What follows belongs to an exercise in optimizing a design on an open flow for small area; a production flow would make more cautious choices. Only simulation tests tie the RTL to the original design; equivalence was not proved. Power and IR drop assume default switching activity. No driver is modelled on the clock port, so clocking that relies on it looks cheaper here than on a real chip.

### config.mk
export PLATFORM = sky130hd
export DESIGN_NAME = Loto
export DESIGN_NICKNAME = Loto
export VERILOG_FILES = /design/flow/design.v
export SDC_FILE = /design/flow/constraint.sdc
export NUM_CORES = 4
export LEC_CHECK = 0
export CAP_MARGIN = 20
export CORE_MARGIN = 2
export CORE_UTILIZATION = 40
export SLEW_MARGIN = 20
### constraint.sdc
create_clock -name core_clock -period 15.0 [get_ports {Clk}]
set_input_delay 3.0000 -clock core_clock [delete_from_list [all_inputs] [get_ports {Clk}]]
set_output_delay 3.0000 -clock core_clock [all_outputs]
set_load 0.01 [all_outputs]
### design.v
module Loto (Clk, BPBack, BPReview, BPReset, BPTirage, A1, A2, A3, A4);
input Clk, BPBack, BPReview, BPReset, BPTirage;
output [6:0] A1;
output [6:0] A2;
output [6:0] A3;
output [6:0] A4;
reg [149:0] R0, R1, R2, RJ;   
reg [4:0] r;               
reg PrevTirage, PrevBack;
reg [6:0] S;               
reg [6:0] K;               
reg [6:0] D;               
reg [6:0] A;               
reg [6:0] TA;              
reg [6:0] TB;              
reg Busy, First, Pass2, FA, FB;
wire Fill = First & ~Busy;  
function [6:0] inc;
	input [6:0] x;
	inc = (x[4:0] == 5'd29) ? {x[6:5] + 2'd1, 5'd0} : {x[6:5], x[4:0] + 5'd1};
endfunction
function [6:0] dec;
	input [6:0] x;
	dec = (x[4:0] == 5'd0) ? {x[6:5] - 2'd1, 5'd29} : {x[6:5], x[4:0] - 5'd1};
endfunction
function [4:0] jpack;
	input [1:0] j0, j1, j2;
	jpack = ~j2[1] ? {j0, j1, j2[0]} : ~j1[1] ? {j0, 2'b11, j1[0]} : {2'b11, j0, 1'b0};
endfunction
function [5:0] junpack;
	input [4:0] c;
	junpack = (c[4:3] == 2'b11) ? {c[2:1], 2'd2, 2'd2} :
		(c[2:1] == 2'b11) ? {c[4:3], 1'b0, c[0], 2'd2} : {c[4:1], 1'b0, c[0]};
endfunction
wire EvTirage = BPTirage & ~PrevTirage & ~BPReset & ~BPReview & (K != 7'd0);
wire EvBack = BPBack & ~PrevBack & ~BPReset & BPReview;
wire [5:0] J = junpack(RJ[4:0]);
wire [6:0] H0 = {J[5:4], R0[4:0]};
wire [6:0] H1 = {J[3:2], R1[4:0]};
wire [6:0] H2 = {J[1:0], R2[4:0]};
wire HitAg = (A[4:0] == r);
wire HitDg = (D[4:0] == r);
wire [2:0] HitA = {HitAg & (A[6:5] == 2'd2), HitAg & (A[6:5] == 2'd1), HitAg & (A[6:5] == 2'd0)};
wire [2:0] HitD = {HitDg & (D[6:5] == 2'd2), HitDg & (D[6:5] == 2'd1), HitDg & (D[6:5] == 2'd0)};
wire [1:0] SelT = Busy ? A[6:5] : D[6:5];
wire [6:0] HT = (SelT == 2'd0) ? H0 : (SelT == 2'd1) ? H1 : (SelT == 2'd2) ? H2 : {2'd3, H2[4:0]};
wire [6:0] HD = (D[6:5] == 2'd0) ? H0 : (D[6:5] == 2'd1) ? H1 : H2;
wire Pass1 = Busy & ~First & ~Pass2;
wire Wr = Busy & Pass2;
wire [6:0] In0 = (Wr & HitA[0]) ? TB : (Fill | Wr & HitD[0]) ? TA : H0;
wire [6:0] In1 = (Wr & HitA[1]) ? TB : (Fill | Wr & HitD[1]) ? TA : H1;
wire [6:0] In2 = (Wr & HitA[2]) ? TB : (Fill | Wr & HitD[2]) ? TA : H2;
wire [4:0] RNext = (BPReset | r == 5'd29) ? 5'd0 : r + 5'd1;
wire [6:0] IncS = inc(S);
always @(posedge Clk)
begin
	r <= RNext;
	R0 <= {In0[4:0], R0[149:5]};
	R1 <= {In1[4:0], R1[149:5]};
	R2 <= {In2[4:0], R2[149:5]};
	RJ <= {Fill ? jpack(2'd0, 2'd1, 2'd2) : jpack(In0[6:5], In1[6:5], In2[6:5]), RJ[149:5]};
	PrevTirage <= BPTirage;
	PrevBack <= BPBack;
	if (BPReset)
	begin
		First <= 1;
		S <= 0;
		K <= {2'd3, 5'd0};
		D <= {2'd3, 5'd0};
		Busy <= 0;
	end
	else
	begin
		S <= (IncS >= K) ? 7'd0 : IncS;    
		if (EvTirage)
			K <= dec(K);
		if (~BPReview)
			D <= K;
		else if (EvBack && D < {2'd2, 5'd29})
			D <= inc(D);
		if (EvTirage)
		begin
			A <= S;
			Busy <= 1;
			First <= 1;
			Pass2 <= 0;
			FA <= 0;
			FB <= 0;
		end
		else if (First)
		begin
			if (Busy | r == 5'd29)
				First <= 0;
		end
		else if (Busy)
		begin
			if ((FA | HitAg) & (FB | HitDg))
			begin
				FA <= 0;
				FB <= 0;
				Pass2 <= 1;
				if (Pass2)
					Busy <= 0;
			end
			else
			begin
				FA <= FA | HitAg;
				FB <= FB | HitDg;
			end
		end
	end
	if (BPReset | Fill)
		TA[4:0] <= RNext;
	else if (Busy ? (Pass1 & HitAg) : HitDg)
		TA <= HT;
	if (Pass1 & HitDg)
		TB <= HD;
end
wire [13:0] NumSeg, RankSeg;
assign A1 = NumSeg[13:7];
assign A2 = NumSeg[6:0];
assign A3 = RankSeg[13:7];
assign A4 = RankSeg[6:0];
  wire dn_000;
  wire dn_001;
  wire dn_002;
  wire dn_003;
  wire dn_004;
  wire dn_005;
  wire dn_006;
  wire dn_007;
  wire dn_008;
  wire dn_009;
  wire dn_010;
  wire dn_011;
  wire dn_012;
  wire dn_013;
  wire dn_014;
  wire dn_015;
  wire dn_016;
  wire dn_017;
  wire dn_018;
  wire dn_019;
  wire dn_020;
  wire dn_021;
  wire dn_022;
  wire dn_023;
  wire dn_024;
  wire dn_025;
  wire dn_026;
  wire dn_027;
  wire dn_028;
  wire dn_029;
  wire dn_030;
  wire dn_031;
  wire dn_032;
  wire dn_033;
  wire dn_034;
  wire dn_035;
  wire dn_036;
  wire dn_037;
  wire dn_038;
  wire dn_039;
  wire dn_040;
  wire dn_041;
  wire dn_042;
  wire dn_043;
  assign dn_000 = ~TA[0];
  assign dn_001 = ~TA[1];
  assign dn_002 = TA[4] | ~(TA[2]);
  assign dn_003 = dn_002 & ~(TA[3]);
  assign dn_004 = TA[3] & TA[2];
  assign dn_005 = TA[1] & ~(dn_004);
  assign dn_006 = dn_003 ? dn_001 : dn_005;
  assign dn_007 = dn_006 | dn_000;
  assign dn_008 = TA[3] | TA[2];
  assign dn_009 = dn_007 & ~(dn_008);
  assign dn_010 = dn_009 | ~(TA[4]);
  assign dn_011 = TA[6] ? TA[5] : dn_010;
  assign dn_012 = dn_004 | TA[4];
  assign dn_013 = ~(TA[4] | TA[1]);
  assign dn_014 = TA[3] & ~(dn_013);
  assign dn_015 = dn_012 & ~(dn_014);
  assign dn_016 = dn_015 | dn_005;
  assign dn_017 = TA[2] | ~(TA[4]);
  assign dn_018 = dn_017 & dn_002;
  assign dn_019 = ~(dn_018 | dn_016);
  assign dn_020 = ~(dn_019 | dn_007);
  assign dn_021 = ~(dn_017 | dn_006);
  assign dn_022 = dn_016 & ~(dn_021);
  assign dn_023 = dn_022 | ~(dn_020);
  assign dn_024 = dn_014 | dn_012;
  assign dn_025 = dn_023 & ~(dn_024);
  assign dn_026 = dn_025 ^ TA[5];
  assign NumSeg[12] = dn_011 | ~(dn_026);
  assign dn_027 = dn_025 | ~(dn_010);
  assign dn_028 = dn_027 & TA[6];
  assign NumSeg[8] = dn_028 | dn_026;
  assign dn_029 = TA[6] & TA[5];
  assign NumSeg[10] = dn_027 | dn_029;
  assign dn_030 = ~TA[5];
  assign dn_031 = dn_004 & ~(dn_000);
  assign dn_032 = TA[5] & ~(TA[6]);
  assign dn_033 = dn_031 ? dn_030 : dn_032;
  assign NumSeg[9] = NumSeg[10] & ~(dn_033);
  assign NumSeg[11] = NumSeg[8] | ~(NumSeg[9]);
  assign dn_034 = dn_027 & ~(dn_011);
  assign NumSeg[7] = dn_034 | dn_032;
  assign dn_035 = dn_000 & ~(dn_029);
  assign dn_036 = ~dn_035;
  assign dn_037 = dn_006 & ~(dn_036);
  assign dn_038 = dn_037 | dn_029;
  assign NumSeg[0] = dn_023 & ~(dn_038);
  assign dn_039 = NumSeg[0] & dn_020;
  assign dn_040 = ~(dn_018 & dn_006);
  assign dn_041 = dn_035 & ~(dn_040);
  assign NumSeg[6] = ~(dn_041 | dn_039);
  assign NumSeg[5] = dn_029 | ~(dn_019);
  assign dn_042 = dn_040 | dn_029;
  assign NumSeg[4] = dn_042 | dn_000;
  assign NumSeg[3] = ~(dn_039 | dn_037);
  assign NumSeg[2] = dn_036 & ~(dn_039);
  assign dn_043 = dn_022 & ~(dn_036);
  assign NumSeg[1] = dn_042 & ~(dn_043);
  assign NumSeg[13] = dn_027 | TA[6];
  wire dr_000;
  wire dr_001;
  wire dr_002;
  wire dr_003;
  wire dr_004;
  wire dr_005;
  wire dr_006;
  wire dr_007;
  wire dr_008;
  wire dr_009;
  wire dr_010;
  wire dr_011;
  wire dr_012;
  wire dr_013;
  wire dr_014;
  wire dr_015;
  wire dr_016;
  wire dr_017;
  wire dr_018;
  wire dr_019;
  wire dr_020;
  wire dr_021;
  wire dr_022;
  wire dr_023;
  wire dr_024;
  wire dr_025;
  wire dr_026;
  wire dr_027;
  wire dr_028;
  wire dr_029;
  wire dr_030;
  wire dr_031;
  wire dr_032;
  wire dr_033;
  wire dr_034;
  wire dr_035;
  wire dr_036;
  wire dr_037;
  wire dr_038;
  wire dr_039;
  wire dr_040;
  wire dr_041;
  wire dr_042;
  wire dr_043;
  wire dr_044;
  wire dr_045;
  wire dr_046;
  wire dr_047;
  assign dr_000 = D[4] | ~(D[3]);
  assign dr_001 = D[2] & ~(dr_000);
  assign dr_002 = ~D[3];
  assign dr_003 = D[2] | ~(D[4]);
  assign dr_004 = dr_002 & ~(dr_003);
  assign dr_005 = ~(dr_004 | dr_001);
  assign dr_006 = D[3] | D[1];
  assign dr_007 = dr_006 | D[0];
  assign dr_008 = D[4] & ~(dr_007);
  assign dr_009 = ~D[1];
  assign dr_010 = dr_000 | dr_009;
  assign dr_011 = D[0] & ~(dr_010);
  assign dr_012 = dr_011 | dr_008;
  assign dr_013 = dr_005 & ~(dr_012);
  assign dr_014 = ~(D[5] & D[4]);
  assign dr_015 = dr_013 & ~(dr_014);
  assign dr_016 = dr_015 | D[6];
  assign dr_017 = ~(D[5] | D[4]);
  assign dr_018 = dr_017 | ~(dr_013);
  assign RankSeg[12] = dr_018 | dr_016;
  assign dr_019 = dr_013 | D[5];
  assign dr_020 = D[6] ? dr_017 : dr_015;
  assign RankSeg[8] = dr_019 & ~(dr_020);
  assign dr_021 = D[6] & D[5];
  assign RankSeg[10] = dr_021 | dr_013;
  assign dr_022 = dr_007 | D[2];
  assign dr_023 = D[5] | ~(dr_022);
  assign dr_024 = D[5] & ~(dr_022);
  assign dr_025 = dr_024 | dr_021;
  assign dr_026 = dr_023 & ~(dr_025);
  assign RankSeg[9] = RankSeg[10] & ~(dr_026);
  assign RankSeg[11] = RankSeg[8] | ~(RankSeg[9]);
  assign dr_027 = D[6] & ~(dr_017);
  assign RankSeg[7] = dr_019 & ~(dr_027);
  assign dr_028 = ~(D[4] ^ D[2]);
  assign dr_029 = ~dr_028;
  assign dr_030 = ~(dr_029 & dr_005);
  assign dr_031 = dr_009 ? D[3] : dr_000;
  assign dr_032 = dr_031 & dr_030;
  assign dr_033 = ~(dr_000 & dr_009);
  assign dr_034 = ~(dr_033 | dr_004);
  assign dr_035 = dr_034 | ~(dr_010);
  assign dr_036 = dr_035 | dr_032;
  assign dr_037 = dr_036 & ~(D[0]);
  assign RankSeg[2] = dr_037 | dr_021;
  assign dr_038 = D[0] & ~(dr_032);
  assign RankSeg[3] = dr_038 | RankSeg[2];
  assign dr_039 = dr_028 & ~(D[3]);
  assign dr_040 = dr_039 | dr_001;
  assign RankSeg[6] = dr_040 | RankSeg[3];
  assign dr_041 = dr_028 | dr_021;
  assign RankSeg[5] = dr_041 | ~(dr_035);
  assign dr_042 = dr_028 & ~(dr_031);
  assign dr_043 = D[0] ? dr_032 : dr_042;
  assign RankSeg[0] = ~(dr_043 | dr_021);
  assign dr_044 = dr_040 | ~(dr_032);
  assign RankSeg[4] = dr_044 | ~(RankSeg[0]);
  assign dr_045 = D[0] & ~(dr_035);
  assign dr_046 = dr_044 & ~(dr_045);
  assign RankSeg[1] = dr_046 | dr_021;
  assign dr_047 = ~(D[6] | D[5]);
  assign RankSeg[13] = dr_047 | RankSeg[10];
endmodule
### flow/run.sh
#!/bin/bash
# The standard layout (standard.sh), with changes that save cell area:
# - after the standard synthesis, the combinational logic of its netlist is
#   re-mapped by Yosys/ABC with an area-oriented script (flow/reopt.ys); the
#   flip-flops are kept exactly as the standard synthesis made them;
# - after placement resizing, the resizer's power recovery downsizes gates that
#   have timing slack to spare, then repair_design fixes slew and capacitance
#   again (flow/post_resize.tcl);
# - ports get the smallest buffer;
# - clock tree synthesis uses clkbuf_4/clkbuf_8, sink clusters of up to 20
#   and no dummy loads.
# Each tool's full output goes to a log file in this folder.
set -euo pipefail
export POST_RESIZE_TCL="$PWD/flow/post_resize.tcl"
export BUFFER_PORTS_ARGS="-buffer_cell sky130_fd_sc_hd__buf_1"
export CTS_ARGS="-sink_clustering_enable -repair_clock_nets -dont_use_dummy_load -buf_list {sky130_fd_sc_hd__clkbuf_4 sky130_fd_sc_hd__clkbuf_8} -sink_clustering_size 20 -sink_clustering_max_diameter 60"

R="$PWD/orfs/results/$FLOW_PLATFORM/Loto/base"
bash standard.sh synth > standard_synth.log 2>&1
cp "$R/1_2_yosys.v" "$PWD/standard_1_2_yosys.v"

LIB="$FLOW_HOME/platforms/$FLOW_PLATFORM/lib/sky130_fd_sc_hd__tt_025C_1v80.lib"
DONT_USE=$(grep -o 'cell *( *"\?sky130_fd_sc_hd__\(lpflow_[a-z0-9_]*\|probec\?_p_8\)' "$LIB" \
  | sed 's/.*\(sky130_fd_sc_hd__[a-z0-9_]*\)/-dont_use \1/' | sort -u | tr '\n' ' ')
sed -e "s|{LIB}|$LIB|g" -e "s|{DONT_USE}|$DONT_USE|" -e "s|{NETLIST}|$R/1_2_yosys.v|g" \
  -e "s|{TOP}|$FLOW_TOP|" flow/reopt.ys > reopt_run.ys
yosys -s reopt_run.ys > yosys_reopt.log 2>&1
rm -f "$R/1_synth.odb" "$R/1_synth.sdc"

bash standard.sh > standard.log 2>&1
### flow/post_resize.tcl
# Sourced by ORFS's resize.tcl after repair_design (POST_RESIZE_TCL).
log_cmd estimate_parasitics -placement
log_cmd repair_timing -recover_power 100 -verbose
log_cmd estimate_parasitics -placement
repair_design_helper
### flow/reopt.ys
# Re-maps the combinational logic of the standard synthesis netlist for area,
# keeping every flip-flop instance (name, cell type, connections) as it is.
# Run by run.sh with LIB and DONT_USE set (yosys -s after the script's header).
read_liberty -overwrite -setattr liberty_cell -ignore_miss_func {LIB}
blackbox sky130_fd_sc_hd__*df* sky130_fd_sc_hd__*dl* sky130_fd_sc_hd__conb_1
read_verilog {NETLIST}
hierarchy -top {TOP}
flatten
opt_clean
abc -liberty {LIB} {DONT_USE} -script +strash;dch,-f;amap;strash;dch,-f;amap
opt_clean -purge
splitnets
hilomap -singleton -hicell sky130_fd_sc_hd__conb_1 HI -locell sky130_fd_sc_hd__conb_1 LO
insbuf -buf sky130_fd_sc_hd__buf_4 A X
opt_clean -purge
stat -liberty {LIB}
write_verilog -noattr -nohex -nodec {NETLIST}
### standard.sh
#!/bin/bash
# synth_recipe.tcl (not shown) runs the flow's synth.tcl, then flattens the netlist and writes it again
# the make line also repeats each setting of config.mk as NAME=value (left out here)
make -C /OpenROAD-flow-scripts/flow DESIGN_CONFIG=/design/flow/config.mk WORK_HOME=/design/flow/orfs CLKGATE_MAP_FILE= SYNTH_SCRIPT=/design/flow/synth_recipe.tcl "${@:-finish}"
==> results of run 1 <==
==> flip-flops by register name (all words and copies together), names as in the netlist <==
register	cells
PrevTirage	1
TA	7
FB	1
R2	150
K	7
R0	150
First	1
r	5
A	7
FA	1
S	7
PrevBack	1
RJ	150
Busy	1
R1	150
Pass2	1
D	7
TB	7
==> cell type report <==
type                       instances  area share [%]
timing repair buffer              35           0.823
inverter                          74            1.65
sequential                       654            79.0
clock buffer                      41            3.34
tap                              518            3.84
multi-input combinational        356            11.3
antenna                            1          0.0148
==> metal layers <==
metal / up-vias / global-route usage [%] / routed length (µm)
li1: 3725 / - / -
met1: 3511 / 16.9 / 11600
met2: 203 / 15.7 / 8780
met3: 49 / 2.71 / 1420
met4: 0 / 4.74 / 574
met5: - / 0 / 0
==> worst max-delay path, delay by kind of cell, from the launching register on <==
| kind | cells | cell delay [ns] |
|---|---|---|
| and+or+nand+nor | 6 | 0.70 |
| AOI/OAI and AO/OA | 4 | 0.63 |
| DFF | 1 | 0.51 |
| buffers and inverters | 3 | 0.46 |
==> worst min path at each step <==
stage	cells past startpoint	start	endpoint	slack (ns)
final	0	RJ[105]	RJ[100]	0.25
after floorplan	0	R0[5]	R0[0]	0.31
after global routing	0	RJ[84]	RJ[79]	0.25
after CTS	0	RJ[84]	RJ[79]	0.23
after global placement	0	R0[99]	R0[94]	0.31
after detailed placement	0	R0[51]	R0[46]	0.31
==> power breakdown <==
| part | total [µW] | internal [µW] | switching [µW] |
|---|---|---|---|
| logic | 104 | 36.0 | 68.2 |
| registers | 2150 | 2070 | 85.7 |
| clock network | 709 | 248 | 461 |
==> stage by stage <==
stage / util (%) / area [µm²] / hold slack (ns) / power, µW / setup slack [ns]
finish: 43.9 / 16900 / 0.252 / 2970 / 9.11
global route: 43.9 / 16900 / 0.250 / 3110 / 8.86
CTS: 43.8 / 16900 / 0.234 / 3010 / 9.08
detailed placement: 42.4 / 16300 / 0.312 / 2300 / 9.27
global placement: 42.4 / 16300 / 0.310 / 2290 / 9.46
floorplan: - / 15500 / 0.310 / 2230 / 10.17
==> cell usage in the layout (no fill, tap or decap), types with 3 or more instances in the layout <==
cell type  count
dfxtp_1      630
clkbuf_8      41
a221oi_1       9
a21oi_1       11
nand2_1       47
nand4_1        4
o32ai_1       10
a22oi_1        6
o21ai_0       35
nor2b_1        7
nand3_1        7
o22a_1         3
edfxtp_1      24
clkinv_1      74
o211ai_1       6
o31ai_1        6
or2_0          6
o221ai_1       5
nor3_1        14
nor2_1       111
o21a_1         3
o22ai_1       28
a31oi_1        6
a211oi_1       7
buf_1         31
a221o_1        3
a222oi_1       5
==> summary.txt, run 1 <==
Floorplanning
  – Initial Utilization: 40.3%
  – Die H: 201 µm
  – Row count: 72
  – Full die area: 0.0404 mm²
  – Die width: 201 µm
  – Number of top-level pins: 33
  – Core ar.: approximately 0.038 mm²

Setup path
  – Reg2reg start: Busy
  – Critical path's slowest cell: edfxtp_1
  – Critical path type: flip-flop to output pin
  – Crit-path max FO: 6
  – Crit-path max cell delay: 0.51 ns
  – Worst reg2reg setup slack: 11.34 ns
  – CP Capture Type: output pin
  – CP endpoint: A1[1]
  – Crit path launch: TA[2]
  – Reg-to-Reg End: RJ[146]
  – Startpoint types: flip-flop
  – Reg2reg path depth: 13
  – CP arrival: 2.89 ns
  – Worst EP required: approximately 12 ns
  – CP Cell Sequence: clkinv_1 -> nor2_1 -> nor2_1 -> o21ai_0 -> o21ai_0 -> nand2_1 -> nor2_1 -> nor2_1 -> clkinv_1 -> nand2_1 -> o21ai_0 -> o21ai_0 -> buf_1

STA
  – Rel. slew slack: 27.4%
  – Max frequency: 170 MHz
  – Final Critical Period: 5.89 ns
  – Final hold violations: 0
  – Final Skew: 0.0739 ns
  – Fin. max-slew vios: 0
  – Period utilization: 39.3%
  – Setup TNS: 0 ns
  – Slew @ Worst Pin: 1.08 ns
  – Setup-failing EPs final: 0
  – RSZ-0062 raised after global routing: false

Logic synthesis
  – Synthesized Nets: roughly 1100
  – Cells after synthesis: 1084
  – Synthesized area: 0.0155 mm²
  – Mean post-synth cell area: approximately 14 µm²
  – Warnings from Yosys: 1

Final layout
  – Layout Nets: 1167
  – Non-Filler Instances: around 1700
  – Fill cells: roughly 3500
  – Register area: 0.0133 mm²
  – Area of the multi-input gates: 0.00191 mm²
  – Area Growth Syn to Fin: 8.83%
  – Share of layout cells above drive strength 1: 3.97%

CTS
  – Clock Path Buffers: 3
  – CTS root buffer: clkbuf_8
  – Worst-path clk slew: 0.11 ns
  – Post-CTS Setup Bufs: 0
  – Post-cts sizing count: 0
  – CTS tree: yes
  – TritonCTS buffer count: 41
  – Clock Sink Count: roughly 650
  – # H-tree levels: 2
  – Worst-Skew Late Latency: 0.59 ns
  – Post-CTS Hold Fix Bufs: 0

Placement
  – Inst Count DP: ~1600
  – Placer Congestion: 0.858
  – Number of port buffers: 32
  – DP HPWL: 14.5 mm

Pwr
  – Peak VDD IR: 0.114 mV
  – Leakage: between 0.006 and 0.007 µW
  – Cell Pwr Density: 176 mW/mm²

Global route
  – Total global-route track usage: 11.3%
  – Global route total overflow: 0
  – Largest net degree at the start of global routing: 21
  – First-pass GRT wire length: around 37 mm
  – Initial antenna violation count: 0
  – Vias in the first global route: 7203

Routing
  – Vias per inst: roughly 4.5
  – DR pass1 iterations: 5
  – Final antenna-violating net count: 0
  – Drt initial violations: 670
  – Vias after detailed routing: 7488
  – DRC: 0
  – Total wire length: 22.3 mm
  – Avg WL per Cell: 13.3 µm

Job
  – Max_cap viols: 0

Status
  – Run status: finished clean

Worst hold path
  – Worst Hold Class: flip-flop to flip-flop
==> run 2, diff against run 1 <==
==> flow/reopt.ys (replaced) <==
# Re-maps the combinational logic of the standard synthesis netlist for area,
# keeping every flip-flop instance (name, cell type, connections) as it is.
# run.sh fills in {LIB}, {DONT_USE}, {NETLIST} and {TOP} and runs it with yosys -s.
read_liberty -overwrite -setattr liberty_cell -ignore_miss_func {LIB}
blackbox sky130_fd_sc_hd__*df* sky130_fd_sc_hd__*dl* sky130_fd_sc_hd__conb_1
read_verilog {NETLIST}
hierarchy -top {TOP}
flatten
opt_clean
abc -liberty {LIB} {DONT_USE} -script +strash;dc2;dch,-f;amap;strash;dch,-f;amap
opt_clean -purge
splitnets
hilomap -singleton -hicell sky130_fd_sc_hd__conb_1 HI -locell sky130_fd_sc_hd__conb_1 LO
insbuf -buf sky130_fd_sc_hd__buf_1 A X
opt_clean -purge
stat -liberty {LIB}
write_verilog -noattr -nohex -nodec {NETLIST}
--- a/config.mk
+++ b/config.mk
@@ -7,5 +7,5 @@
 export LEC_CHECK = 0
 export CAP_MARGIN = 20
 export CORE_MARGIN = 2
-export CORE_UTILIZATION = 40
+export CORE_UTILIZATION = 55
 export SLEW_MARGIN = 20
==> run 2 against run 1 <==
Total power down 5.5%. Final area fell by 1.3%. Critical path type unchanged. Die area is 27% lower. Clock power about the same. Still clean. Clock-buffer cell count is the same. Worst setup slack improved by 0.0092 ns.
==> summary.txt, run 2 <==
Status
  – Run status: finished clean

Final layout
  – Area of the multi-input gates: ~0.0019 mm²
  – Ant diodes: 0
  – Register area: around 0.013 mm²
  – Layout Nets: 1171
  – Area Growth Syn to Fin: 7.60%
  – Fill cells: 2226
  – Commonest non-fill, non-tap cell in the layout: dfxtp_1
  – Fin area: about 0.017 mm²
  – Share of layout cells above drive strength 1: about 3.7%
  – Most frequent cells in the layout: dfxtp_1, nor2_1, clkinv_1

CTS
  – CTS root buffer: clkbuf_8
  – CTS tree: yes
  – Worst-Skew Late Latency: about 0.57 ns
  – Clock Sink Count: 654
  – Post-CTS Setup Bufs: 0
  – Post-cts sizing count: 0
  – Worst-path clk slew: 0.12 ns
  – Post-CTS Hold Fix Bufs: 0
  – # H-tree levels: 2
  – Clock Path Buffers: 3
  – TritonCTS buffer count: 41

Worst hold path
  – Worst Hold Class: flip-flop to flip-flop

STA
  – RSZ-0062 raised after global routing: false
  – Final Critical Period: 5.88 ns
  – Setup-failing EPs final: 0
  – Final hold violations: 0
  – Setup TNS: 0 ns
  – Fin. max-slew vios: 0
  – Setup WS post-layout: 9.12 ns
  – Period utilization: 39.2%
  – Rel. slew slack: 31.9%
  – Slew @ Worst Pin: 1.02 ns
  – Final Skew: slightly above 0.05 ns
  – Max frequency: around 170 MHz
  – Final hold slack: between 0.2 and 0.3 ns

Global route
  – Total global-route track usage: ~15%
  – Initial antenna violation count: 1
  – Met1 usage: 23.3%
  – M3 GR Usage: 3.43%
  – Global route total overflow: 0
  – Gr busiest metal: met1
  – First-pass GRT wire length: 34.4 mm
  – Grt met2 use: 20.3%
  – Vias in the first global route: approximately 7000
  – Largest net degree at the start of global routing: 21

Placement
  – Post-place instance area: 0.0161 mm²
  – Pre-CTS setup slack: around 9.4 ns
  – Placer Congestion: 0.849
  – DP HPWL: between 10 and 15 mm
  – Number of port buffers: 32

Routing
  – Avg WL per Cell: 13.9 µm
  – Vias per inst: approximately 5
  – DR pass1 iterations: 5
  – Vias after detailed routing: between 7000 and 8000
  – Total wire length: approximately 21 mm
  – Drt initial violations: between 500 and 600
  – DRC: 0
  – Final antenna-violating net count: 0

Logic synthesis
  – Warnings from Yosys: 1
  – Cells after synthesis: 1089
  – Synthesized Nets: about 1100
  – Synthesized area: 0.0155 mm²
  – Mean post-synth cell area: approximately 14 µm²

Floorplanning
  – Number of top-level pins: 33
  – Initial Utilization: 55.7%
  – Die H: 172 µm
  – Full die area: just under 0.03 mm²
  – Row count: 61
  – Die width: 172 µm
  – Core ar.: 0.0278 mm²

Setup path
  – Crit-path max FO: 6
  – Startpoint types: flip-flop
  – CP arrival: about 2.9 ns
  – Worst EP required: 12.00 ns
  – CP Capture Type: output pin
  – Critical path type: flip-flop to output pin

Pwr
  – Cell Pwr Density: about 170 mW/mm²
  – Leakage: between 0.006 and 0.007 µW
  – Peak VDD IR: 0.112 mV

Job
  – Max_cap viols: 0
[run 2: cell type report]
class | count | share of cell area, %
clock buffers | 41 | 3.39
repair buffers | 34 | 0.789
well taps | 378 | 2.84
multi-input cells | 358 | 11.2
flip-flops and latches | 654 | 80.0
inverters | 77 | 1.74
[run 2: critical path: stages (launching register included)]
cell      delay [ns]
edfxtp_1        0.44
clkinv_1        0.20
nor2_1          0.26
nor2_1          0.09
o22ai_1         0.23
o21ai_0         0.17
nand2_1         0.11
nor2_1          0.07
nor2_1          0.22
nor2_1          0.14
o22ai_1         0.21
buf_1           0.17
[run 2: final timing paths]
| kind | from | endpoint | slack, ns | depth (start not counted) |
|---|---|---|---|---|
| max reg2reg | r[0] | RJ[146] | 10.73 | 16 |
| min reg2reg | R0[118] | R0[113] | 0.29 | 0 |
| max | TA[2] | A1[0] | 9.12 | 11 |
| min | R0[118] | R0[113] | 0.29 | 0 |
[run 2: routing by layer]
layer	vias to the layer above	share of wire, %
li1	3727	-
met1	3498	53
met2	232	38
met3	40	6.9
met4	0	2.0
met5	-	0
[run 2: power breakdown]
part | internal (µW) | switching (µW)
clock network | 248 | 458
registers | 1960 | 56.8
logic | 26.8 | 53.6
[run 2: metrics by stage]
stage,total power [µW],util (%),cells
6_report,2800,60.0,1542
5_1_grt,2930,60.0,1542
4_1_cts,2840,59.9,1542
3_5_place_dp,2140,57.9,1501
3_3_place_gp,2140,57.9,1501
2_1_floorplan,2090,-,1089
==> run 3, diff against run 2 <==
--- a/config.mk
+++ b/config.mk
@@ -7,5 +7,6 @@
 export LEC_CHECK = 0
 export CAP_MARGIN = 20
 export CORE_MARGIN = 2
-export CORE_UTILIZATION = 55
+export CORE_UTILIZATION = 40
+export PLACE_DENSITY = 0.8
 export SLEW_MARGIN = 20
==> run 3 against run 2 <==
Still clean on timing, DRC and antenna. Final area up 0.76%. Combinational power increased by 0.6%. Core utilization down 16 points. Wire length up 8.3%. Critical path depth stayed put. Clock skew decreased by 0.027 ns. Non-clock buffer count is 1 higher. Synthesized cell count stayed put. Fmax is 4.0% lower. Flip-flop and latch count did not move. Largest power group unchanged.
==> summary.txt, run 3 <==
Floorplanning
  – Full die area: between 0.04 and 0.05 mm²
  – Number of top-level pins: 33
  – Die H: 201 µm
  – Die width: around 200 µm
  – Core ar.: 0.0385 mm²
  – Initial Utilization: 40.2%
  – Row count: 72

CTS
  – Post-CTS Hold Fix Bufs: 0
  – CTS tree: yes
  – # H-tree levels: 2
  – Clock Path Buffers: 3
  – Clock Sink Count: 654
  – TritonCTS buffer count: 38
  – Post-cts sizing count: 0
  – Worst-Skew Late Latency: between 0.5 and 0.6 ns
  – Worst-path clk slew: between 0.1 and 0.15 ns
  – Post-CTS Setup Bufs: 0
  – CTS root buffer: clkbuf_8

Global route
  – Initial antenna violation count: 0
  – First-pass GRT wire length: 37.1 mm
  – Total global-route track usage: around 12%
  – Vias in the first global route: 7133
  – Global route total overflow: 0
  – Largest net degree at the start of global routing: 21

Final layout
  – Layout Nets: 1169
  – Non-Filler Instances: between 1500 and 2000
  – Fill cells: 3464
  – Area Growth Syn to Fin: 8.41%
  – Most frequent cells in the layout: dfxtp_1, nor2_1, clkinv_1
  – Ant diodes: 0
  – Share of layout cells above drive strength 1: about 3.3%
  – Commonest non-fill, non-tap cell in the layout: dfxtp_1

Routing
  – Vias after detailed routing: 7542
  – Vias per inst: 4.49
  – DRC: 0
  – Final antenna-violating net count: 0
  – Avg WL per Cell: 13.8 µm
  – Total wire length: 23.3 mm
  – DR pass1 iterations: 6
  – Drt initial violations: 600

Placement
  – DP HPWL: around 15 mm
  – Number of port buffers: 32
  – Inst Count DP: 1642
  – Placer Congestion: 0.900

STA
  – Final hold slack: 0.305 ns
  – Setup TNS: 0 ns
  – Final Skew: 0.0247 ns
  – Fin. max-slew vios: 0
  – Rel. slew slack: 28.8%
  – Period utilization: 40.8%
  – Max frequency: approximately 160 MHz
  – Final hold violations: 0
  – Final Critical Period: 6.13 ns
  – Slew @ Worst Pin: 1.06 ns
  – Setup-failing EPs final: 0
  – RSZ-0062 raised after global routing: false

Logic synthesis
  – Warnings from Yosys: 1
  – Mean post-synth cell area: 14.2 µm²
  – Synthesized Nets: ~1100
  – Cells after synthesis: 1089
  – Synthesized area: 0.0155 mm²

Setup path
  – CP Capture Type: output pin
  – Critical path's slowest cell: edfxtp_1
  – CP arrival: 3.13 ns
  – Crit-path max FO: 6
  – Worst EP required: 12.00 ns
  – Critical path type: flip-flop to output pin
  – CP Cell Sequence: clkinv_1 -> nor2_1 -> nor2_1 -> o22ai_1 -> o21ai_0 -> nand2_1 -> nor2_1 -> nor2_1 -> nor2_1 -> o22ai_1 -> buf_1
  – CP dominant cell by count: nor2_1
  – Crit-path max cell delay: 0.43 ns
  – Startpoint types: flip-flop

Pwr
  – Peak VDD IR: 0.0638 mV
  – Cell Pwr Density: about 170 mW/mm²
  – Leakage: 0.00638 µW
  – Total power: 2790 µW

Worst hold path
  – Worst Hold Class: flip-flop to flip-flop

Status
  – Run status: finished clean

Job
  – Max_cap viols: 0
==> run 3: power breakdown <==
part / internal (µW) / switching (µW)
combinational: 26.5 / 54.4
sequential: 1960 / 61.8
clock: 231 / 459
total: 2220 / 575
==> run 3: per-stage QoR <==
stage	utilization, %	setup slack [ns]	cell area, µm²
2_1_floorplan	-	10.21	15500
3_3_place_gp	42.3	9.57	16300
3_5_place_dp	42.3	9.45	16300
4_1_cts	43.6	8.91	16800
5_1_grt	43.6	8.54	16800
6_report	43.6	8.87	16800
==> run 3: worst paths after layout <==
path / to / slack, ns / depth (start not counted) / startpoint
worst min register to register: RJ[74] / 0.30 / 0 / RJ[79]
worst min-delay path: RJ[74] / 0.30 / 0 / RJ[79]
worst max-delay path: A1[0] / 8.87 / 11 / TA[2]
worst max register to register: RJ[146] / 10.34 / 16 / r[0]
==> run 3: layout make-up <==
type                            count  area, µm²  area share [%]
Sequential cell                   654      13300            79.4
Tap cell                          518        648            3.86
Timing Repair Buffer               35        131           0.783
Inverter                           77        289            1.72
Multi-Input combinational cell    358       1860            11.1
Clock buffer                       38        523            3.12
==> run 3: metal layers <==
layer	wire length, µm	GRT usage (%)	vias to the layer above
met4	397	3.17	0
li1	-	-	3723
met2	8980	15.8	228
met1	11900	17.7	3549
met3	1950	3.44	42
met5	0	0	-
==> run 3: critical path, delay by kind of cell, from the launching register on <==
family                 cells  cell delay, ns
DFF                        1            0.43
buffers and inverters      2            0.37
AOI/OAI and AO/OA          3            0.79
and+or+nand+nor            6            0.96
==> run 4, diff against run 3 <==
--- a/config.mk
+++ b/config.mk
@@ -8,5 +8,4 @@
 export CAP_MARGIN = 20
 export CORE_MARGIN = 2
 export CORE_UTILIZATION = 40
-export PLACE_DENSITY = 0.8
 export SLEW_MARGIN = 20
==> run 4 against run 3 <==
Critical path depth unchanged. Synthesized cell count unchanged. Clock-buffer cell count increased by 3. Worst hold slack got worse by 0.021 ns. Wire length decreased by 5.4%. Fmax increased by 2.2%. Register-to-register slack improved by 0.25 ns. First-iteration DRC count decreased by 20%. Core utilization increased by 0.11 points. Final area increased by 0.26%. Clock skew increased by 0.018 ns. Sequential power about the same.
==> summary.txt, run 4 <==
Routing
  – Final antenna-violating net count: 0
  – DR pass1 iterations: 5
  – Vias per inst: 4.45
  – Avg WL per Cell: 13.1 µm
  – DRC: 0
  – Vias after detailed routing: 7481
  – Drt initial violations: 480
  – Total wire length: 22.0 mm

Logic synthesis
  – Synthesized Nets: 1094
  – Cells after synthesis: roughly 1100
  – Warnings from Yosys: 1
  – Mean post-synth cell area: 14.2 µm²
  – Synthesized area: 0.0155 mm²

Global route
  – First-pass GRT wire length: between 30 and 40 mm
  – Largest net degree at the start of global routing: 21
  – Total global-route track usage: 11.2%
  – Vias in the first global route: 6977
  – Initial antenna violation count: 0
  – Global route total overflow: 0

Pwr
  – Clock Power Share: about a quarter
  – Seq pwr share: 71.8%
  – Cell-internal power: 2230 µW
  – P_sw: about 580 µW
  – Leakage: 0.00640 µW
  – Peak VDD IR: 0.0745 mV
  – Cell Pwr Density: around 170 mW/mm²
  – Combinational Power Share: 2.9%
  – Switch share: 20.5%
  – Total power: 2810 µW

CTS
  – CTS root buffer: clkbuf_8
  – Post-CTS Setup Bufs: 0
  – Clock Path Buffers: 3
  – Worst-path clk slew: 0.11 ns
  – Post-cts sizing count: 0
  – CTS tree: yes
  – TritonCTS buffer count: 41
  – # H-tree levels: 2
  – Worst-Skew Late Latency: 0.58 ns
  – Post-CTS Hold Fix Bufs: 0
  – Clock Sink Count: 654

Floorplanning
  – Core ar.: 0.0385 mm²
  – Die H: about 200 µm
  – Full die area: 0.0403 mm²
  – Initial Utilization: 40.2%
  – Row count: 72
  – Number of top-level pins: 33
  – Die width: 201 µm

Setup path
  – Worst EP required: 12.00 ns
  – CP Cell Sequence: clkinv_1 -> nor2_1 -> nor2_1 -> o22ai_1 -> o21ai_0 -> nand2_1 -> nor2_1 -> nor2_1 -> nor2_1 -> o22ai_1 -> buf_1
  – Crit-path max cell delay: 0.43 ns
  – Critical path's slowest cell: edfxtp_1
  – CP dominant cell by count: nor2_1
  – CP Capture Type: output pin
  – Crit-path max FO: 6
  – CP arrival: ~3 ns
  – Startpoint types: flip-flop
  – Critical path type: flip-flop to output pin

Final layout
  – Area Growth Syn to Fin: 8.70%
  – Most frequent cells in the layout: dfxtp_1, nor2_1, clkinv_1
  – Final Util: 43.7%
  – Share of layout cells above drive strength 1: 3.61%
  – Fill cells: 3538
  – Area of the multi-input gates: 0.00186 mm²
  – Register area: 0.0133 mm²
  – Layout Nets: 1171
  – Commonest non-fill, non-tap cell in the layout: dfxtp_1

STA
  – Rel. slew slack: between 20% and 30%
  – Setup TNS: 0 ns
  – Max frequency: 167 MHz
  – Final Critical Period: between 5 and 6 ns
  – Period utilization: 40.0%
  – RSZ-0062 raised after global routing: false
  – Setup-failing EPs final: 0
  – Fin. max-slew vios: 0
  – Final Skew: 0.0424 ns
  – Slew @ Worst Pin: between 1 and 1.5 ns
  – Final hold violations: 0

Worst hold path
  – Worst Hold Class: flip-flop to flip-flop

Placement
  – Placer Congestion: 0.836
  – Number of port buffers: 32
  – DP HPWL: 14.1 mm

Status
  – Run status: finished clean

Job
  – Max_cap viols: 0
==> run 4: final timing paths <==
kind           from       to  slack, ns  cells past startpoint
max reg2reg    r[0]  RJ[146]      10.59                     13
min reg2reg  R1[52]   R1[47]       0.28                      0
max           TA[2]    A1[0]       9.00                     11
min          R1[52]   R1[47]       0.28                      0
==> run 4: metal layers <==
metal | part of all wire, % | global-route usage (%) | vias to the layer above
met5 | 0 | 0 | -
met3 | 7.2 | 2.73 | 44
met1 | 54 | 17.9 | 3490
met2 | 36 | 14.4 | 225
li1 | - | - | 3722
met4 | 2.1 | 3.73 | 0
==> run 4: final cells by class <==
class	instances	area share, %
antenna	1	0.0149
clock buffer	41	3.35
inverter	77	1.72
multi-input combinational	358	11.1
sequential	654	79.2
tap	518	3.85
timing repair buffer	34	0.781
==> run 4: metrics by stage <==
step | std cells | area (µm²) | hold WS [ns] | setup slack [ns]
2_1_floorplan | 1089 | 15500 | 0.310 | 10.21
6_report | 1683 | 16800 | 0.284 | 9.00
3_5_place_dp | 1641 | 16300 | 0.312 | 9.32
3_3_place_gp | 1641 | 16300 | 0.310 | 9.49
4_1_cts | 1682 | 16800 | 0.286 | 9.01
5_1_grt | 1682 | 16800 | 0.277 | 8.66
==> run 4: power groups by stage <==
stage / combinational (µW) / clock, µW / sequential, µW
4_1_cts: 80.0 / 746 / 2020
6_report: 81.3 / 711 / 2020
2_1_floorplan: 55.6 / 0 / 2030
5_1_grt: 90.1 / 810 / 2040
3_5_place_dp: 79.6 / 0 / 2060
3_3_place_gp: 79.1 / 0 / 2060
==> run 4: worst max-delay path, delay by kind of cell, from the launching register on <==
kind / cells / cell delay, ns
simple gates: 6 / 0.91
buf+inv: 2 / 0.36
flops: 1 / 0.43
compound gates: 3 / 0.72
==> run 5, diff against run 4 <==
--- a/flow/run.sh
+++ b/flow/run.sh
@@ -13,7 +13,7 @@
 set -euo pipefail
 export POST_RESIZE_TCL="$PWD/flow/post_resize.tcl"
 export BUFFER_PORTS_ARGS="-buffer_cell sky130_fd_sc_hd__buf_1"
-export CTS_ARGS="-sink_clustering_enable -repair_clock_nets -dont_use_dummy_load -buf_list {sky130_fd_sc_hd__clkbuf_4 sky130_fd_sc_hd__clkbuf_8} -sink_clustering_size 20 -sink_clustering_max_diameter 60"
+export CTS_ARGS="-sink_clustering_enable -repair_clock_nets -dont_use_dummy_load -buf_list {sky130_fd_sc_hd__clkbuf_16} -sink_clustering_size 30 -sink_clustering_max_diameter 80"
 
 R="$PWD/orfs/results/$FLOW_PLATFORM/Loto/base"
 bash standard.sh synth > standard_synth.log 2>&1
==> run 5 against run 4 <==
Total power grew 1.8%. Flip-flop and latch count did not move. Register-to-register slack worse by 0.04 ns. Sequential power is essentially flat. Area after synthesis unchanged. Core utilization grew 0.15 points.
==> summary.txt, run 5 <==
Worst hold path
  – Worst Hold Class: flip-flop to flip-flop
  – Hold Path Depth: 0

Setup path
  – CP Capture Type: output pin
  – Worst EP required: ~12 ns
  – Crit-path max FO: 6
  – Startpoint types: flip-flop
  – Reg2reg path depth: 13
  – CP arrival: 3.03 ns
  – Critical path type: flip-flop to output pin

STA
  – Slew @ Worst Pin: between 1 and 1.5 ns
  – Max frequency: 166 MHz
  – Final Critical Period: ~6 ns
  – Period utilization: about two fifths
  – Setup TNS: 0 ns
  – RSZ-0062 raised after global routing: false
  – Final hold slack: between 0.3 and 0.4 ns
  – Setup-failing EPs final: 0
  – Final hold violations: 0
  – Setup WS post-layout: 8.97 ns
  – Rel. slew slack: 22.4%
  – Fin. max-slew vios: 0
  – Final Skew: about 0.023 ns

CTS
  – Post-cts sizing count: 0
  – Worst-path clk slew: 0.11 ns
  – CTS root buffer: clkbuf_16
  – Clock Path Buffers: 3
  – Post-CTS Hold Fix Bufs: 0
  – # H-tree levels: 1
  – Clock Sink Count: 654
  – Post-CTS Setup Bufs: 0
  – TritonCTS buffer count: 25
  – Worst-Skew Late Latency: 0.56 ns
  – CTS tree: yes

Final layout
  – Final Util: 43.9%
  – Area Growth Syn to Fin: 9.08%
  – Share of layout cells above drive strength 1: 2.26%
  – Commonest non-fill, non-tap cell in the layout: dfxtp_1
  – Ant diodes: 0
  – Most frequent cells in the layout: dfxtp_1, nor2_1, clkinv_1
  – Layout Nets: ~1200

Global route
  – Global route total overflow: 0
  – Total global-route track usage: between 10% and 20%
  – Initial antenna violation count: 0
  – Largest net degree at the start of global routing: 31
  – First-pass GRT wire length: 36.0 mm
  – Vias in the first global route: 6823

Logic synthesis
  – Synthesized Nets: 1094
  – Mean post-synth cell area: 14.2 µm²
  – Warnings from Yosys: 1
  – Cells after synthesis: 1089
  – Synthesized area: 0.0155 mm²

Routing
  – Total wire length: between 20 and 25 mm
  – Final antenna-violating net count: 0
  – Avg WL per Cell: approximately 13 µm
  – Drt initial violations: 528
  – Vias after detailed routing: 7449
  – DR pass1 iterations: 5
  – Vias per inst: 4.47
  – DRC: 0

Job
  – Max_cap viols: 0

Floorplanning
  – Number of top-level pins: 33
  – Row count: 72
  – Full die area: roughly 0.040 mm²
  – Core ar.: 0.0385 mm²
  – Initial Utilization: 40.2%
  – Die H: 201 µm
  – Die width: 201 µm

Pwr
  – Leakage: 0.00642 µW
  – Cell Pwr Density: roughly 170 mW/mm²
  – Peak VDD IR: 0.0813 mV

Status
  – Run status: finished clean

Placement
  – Placer Congestion: 0.836
  – Pre-CTS setup slack: between 9 and 10 ns
  – DP HPWL: 14.1 mm
  – Number of port buffers: 32
[run 5: path summary, 6_finish.rpt]
kind,start,to,slack [ns]
worst max register to register,r[0],RJ[146],10.55
worst max-delay path,TA[2],A1[0],8.97
worst min-delay path,R2[69],R2[64],0.32
worst min register to register,R2[69],R2[64],0.32
[run 5: worst max-delay path, stage by stage (launching register included)]
cell and delay [ns]:
edfxtp_1 0.42, clkinv_1 0.20, nor2_1 0.30, nor2_1 0.10, o22ai_1 0.28, o21ai_0 0.24
nand2_1 0.14, nor2_1 0.07, nor2_1 0.21, nor2_1 0.13, o22ai_1 0.20, buf_1 0.17
[run 5: layout make-up]
class	count	area (µm²)
fillers	3513	21600
flip-flops and latches	654	13300
multi-input cells	358	1860
well taps	518	648
clock buffers	25	626
inverters	77	289
repair buffers	34	131
[run 5: metal layers]
layer | up-vias | wire [µm] | GRT usage, %
li1 | 3695 | - | -
met1 | 3505 | 11900 | 17.9
met2 | 217 | 7990 | 14.3
met3 | 32 | 1470 | 2.26
met4 | 0 | 469 | 2.80
met5 | - | 0 | 0
[run 5: metrics by stage]
| step | instances | total power (µW) | instance area (µm²) |
|---|---|---|---|
| 6_report | 1666 | 2860 | 16900 |
| 5_1_grt | 1666 | 2990 | 16900 |
| 4_1_cts | 1666 | 2890 | 16900 |
| 3_5_place_dp | 1641 | 2140 | 16300 |
| 3_3_place_gp | 1641 | 2140 | 16300 |
| 2_1_floorplan | 1089 | 2090 | 15500 |
[run 5: power breakdown]
group | internal, µW | total [µW] | switching [µW] | leakage [µW]
clock | 301 | 761 | 460 | 0.000308
sequential | 1960 | 2020 | 58.3 | 0.00542
combinational | 26.8 | 81.0 | 54.3 | 0.000686
total | 2290 | 2860 | 573 | 0.00642
==> run 6, diff against run 5 <==
--- a/flow/run.sh
+++ b/flow/run.sh
@@ -13,7 +13,7 @@
 set -euo pipefail
 export POST_RESIZE_TCL="$PWD/flow/post_resize.tcl"
 export BUFFER_PORTS_ARGS="-buffer_cell sky130_fd_sc_hd__buf_1"
-export CTS_ARGS="-sink_clustering_enable -repair_clock_nets -dont_use_dummy_load -buf_list {sky130_fd_sc_hd__clkbuf_16} -sink_clustering_size 30 -sink_clustering_max_diameter 80"
+export CTS_ARGS="-sink_clustering_enable -repair_clock_nets -dont_use_dummy_load -buf_list {sky130_fd_sc_hd__clkbuf_8 sky130_fd_sc_hd__clkbuf_16} -sink_clustering_size 20 -sink_clustering_max_diameter 60"
 
 R="$PWD/orfs/results/$FLOW_PLATFORM/Loto/base"
 bash standard.sh synth > standard_synth.log 2>&1
==> run 6 against run 5 <==
Core utilization increased by 1.0 points. Sequential share of layout area decreased by 1.8 points. Worst setup slack improved by 0.043 ns. Die area stayed put. Cell count is 1.0% higher. Synthesized cell count stayed put. Largest cell class unchanged. Area after synthesis stayed put. Global-route usage is 0.41 points higher. Flip-flop and latch count unchanged. Highest routed layer unchanged. Clock-buffer cell count increased by 16. Final area increased by 2.4%. Still clean. Critical path depth did not move.
==> summary.txt, run 6 <==
CTS
  – TritonCTS buffer count: between 40 and 50
  – CTS root buffer: clkbuf_16
  – Worst-path clk slew: 0.08 ns
  – Clock Sink Count: 654
  – Post-CTS Hold Fix Bufs: 0
  – Post-cts sizing count: 0
  – Worst-Skew Late Latency: 0.54 ns
  – Clock Path Buffers: 3
  – Post-CTS Setup Bufs: 0
  – # H-tree levels: 2
  – CTS tree: yes

Setup path
  – CP Capture Type: output pin
  – Crit path buffers/inverters: 2
  – Worst EP required: 12.00 ns
  – Critical path type: flip-flop to output pin
  – Startpoint types: flip-flop
  – Critical path's slowest cell: edfxtp_1
  – CP Cell Sequence: clkinv_1 -> nor2_1 -> nor2_1 -> o22ai_1 -> o21ai_0 -> nand2_1 -> nor2_1 -> nor2_1 -> nor2_1 -> o22ai_1 -> buf_1
  – CP arrival: 2.99 ns
  – Crit-path max FO: 6
  – Reg2reg path depth: 13
  – Stages on the worst setup path: 11
  – Crit-path max cell delay: between 0.4 and 0.5 ns
  – CP dominant cell by count: nor2_1
  – Crit path max-delay family: simple AND/OR/NAND/NOR gates
  – Worst reg2reg setup slack: 10.57 ns

Pwr
  – Leakage: 0.00661 µW
  – Cell Pwr Density: 179 mW/mm²
  – Peak VDD IR: between 0.06 and 0.07 mV

STA
  – Final hold slack: about 0.30 ns
  – Slew @ Worst Pin: around 1.1 ns
  – Fin. max-slew vios: 0
  – Final hold violations: 0
  – Final Skew: 0.0266 ns
  – Setup WS post-layout: 9.01 ns
  – RSZ-0062 raised after global routing: false
  – Setup TNS: 0 ns
  – Rel. slew slack: 22.7%
  – Max frequency: around 170 MHz
  – Setup-failing EPs final: 0
  – Period utilization: ~40%
  – Final Critical Period: 5.99 ns

Logic synthesis
  – Synthesized Nets: 1094
  – Warnings from Yosys: 1
  – Mean post-synth cell area: 14.2 µm²
  – Synthesized area: 0.0155 mm²
  – Cells after synthesis: 1089

Worst hold path
  – Worst Hold Class: flip-flop to flip-flop
  – Hold Path Depth: 0

Final layout
  – Non-Filler Instances: 1683
  – Layout Nets: roughly 1200
  – Fin area: between 0.015 and 0.02 mm²
  – Share of layout cells above drive strength 1: 3.61%
  – Most frequent cells in the layout: dfxtp_1, nor2_1, clkinv_1
  – Commonest non-fill, non-tap cell in the layout: dfxtp_1
  – Area Growth Syn to Fin: 11.7%

Floorplanning
  – Full die area: roughly 0.04 mm²
  – Die H: about 200 µm
  – Die width: 201 µm
  – Initial Utilization: 40.2%
  – Row count: 72
  – Core ar.: 0.0385 mm²
  – Number of top-level pins: 33

Global route
  – Global route total overflow: 0
  – First-pass GRT wire length: 36.9 mm
  – Initial antenna violation count: 0
  – Vias in the first global route: 7042
  – Total global-route track usage: 11.3%
  – Largest net degree at the start of global routing: 21

Placement
  – Number of port buffers: 32
  – DP HPWL: between 10 and 15 mm
  – Placer Congestion: 0.836
  – Inst Count DP: 1641
  – Post-place instance area: 0.0163 mm²
  – Pre-CTS setup slack: 9.32 ns

Routing
  – DRC: 0
  – Vias per inst: 4.46
  – Avg WL per Cell: 13.2 µm
  – Vias after detailed routing: 7506
  – Total wire length: ~22 mm
  – Final antenna-violating net count: 0
  – DR pass1 iterations: 6
  – Drt initial violations: roughly 520

Status
  – Run status: finished clean

Job
  – Max_cap viols: 0
run 6: worst paths after layout:
check | from | to
min | R1[52] | R1[47]
min reg2reg | R1[52] | R1[47]
max | TA[2] | A1[0]
max reg2reg | r[0] | RJ[146]
run 6: worst register-to-register path, stage by stage, from the launching register on:
cell	delay, ns
dfxtp_1	0.38
clkinv_1	0.17
a21oi_1	0.14
o21ai_0	0.08
a21oi_1	0.13
clkinv_1	0.07
a2111oi_0	0.77
clkinv_1	0.20
or2_0	0.27
nor4_1	0.88
clkinv_1	0.59
nor2_1	0.20
a21oi_1	0.09
o32a_1	0.35
run 6: cell type report:
cell class,instances,area (µm²)
Fill cell,3483,21200
Sequential cell,654,13300
Multi-Input combinational cell,358,1860
Clock buffer,41,1030
Tap cell,518,648
Inverter,77,289
Timing Repair Buffer,34,131
Antenna cell,1,2.50
run 6: layer usage:
metal | global-route usage, % | routed length [µm] | up-vias
met5 | 0 | 0 | -
met4 | 4.13 | 588 | 0
met3 | 2.78 | 1550 | 49
met2 | 14.6 | 8110 | 203
met1 | 18.1 | 12100 | 3523
li1 | - | - | 3731
run 6: power breakdown:
group / internal (µW) / total, µW / switching (µW)
logic: 26.8 / 81.2 / 54.5
registers: 1960 / 2020 / 58.3
clock network: 485 / 988 / 503
total: 2470 / 3090 / 616
run 6: metrics by stage:
step	util, %	total power [µW]
6_report	44.9	3090
5_1_grt	44.9	3220
4_1_cts	44.9	3130
3_5_place_dp	42.3	2140
3_3_place_gp	42.3	2140
2_1_floorplan	-	2090

afterwards: timing with drivers on the ports:
The results above use ideal ports. As a check the final layouts listed here were re-extracted and re-timed, cells and wires unchanged.
Step 1 (the two cells are an assumption about what drives the block):
set clk [get_ports {Clk}]
set_driving_cell -lib_cell sky130_fd_sc_hd__clkbuf_16 $clk
set_driving_cell -lib_cell sky130_fd_sc_hd__buf_2 [delete_from_list [all_inputs] $clk]
Step 2 adds t to the input delays and takes it off the output delays; t is the mean of the earliest and latest rising clock arrival at the registers after step 1. Input paths then give back, and output paths get back, about the clock's delay inside the block.
Slacks: ideal ports / drivers / drivers and shift; pairs: ideal ports / drivers.
run | t (ns) | setup slack, ns | worst setup path after step 2
run 1 | 0.601 | 9.108 / 9.065 / 9.661 | input to register
run 2 | 0.590 | 9.117 / 9.069 / 9.315 | input to register
run 3 | 0.605 | 8.874 / 8.829 / 9.434 | register to output
run 4 | 0.600 | 9.003 / 8.959 / 9.288 | input to register
run 5 | 0.599 | 8.970 / 8.916 / 9.336 | input to register
run 6 | 0.579 | 9.013 / 8.960 / 9.298 | input to register
After both steps every run listed still meets setup and hold.
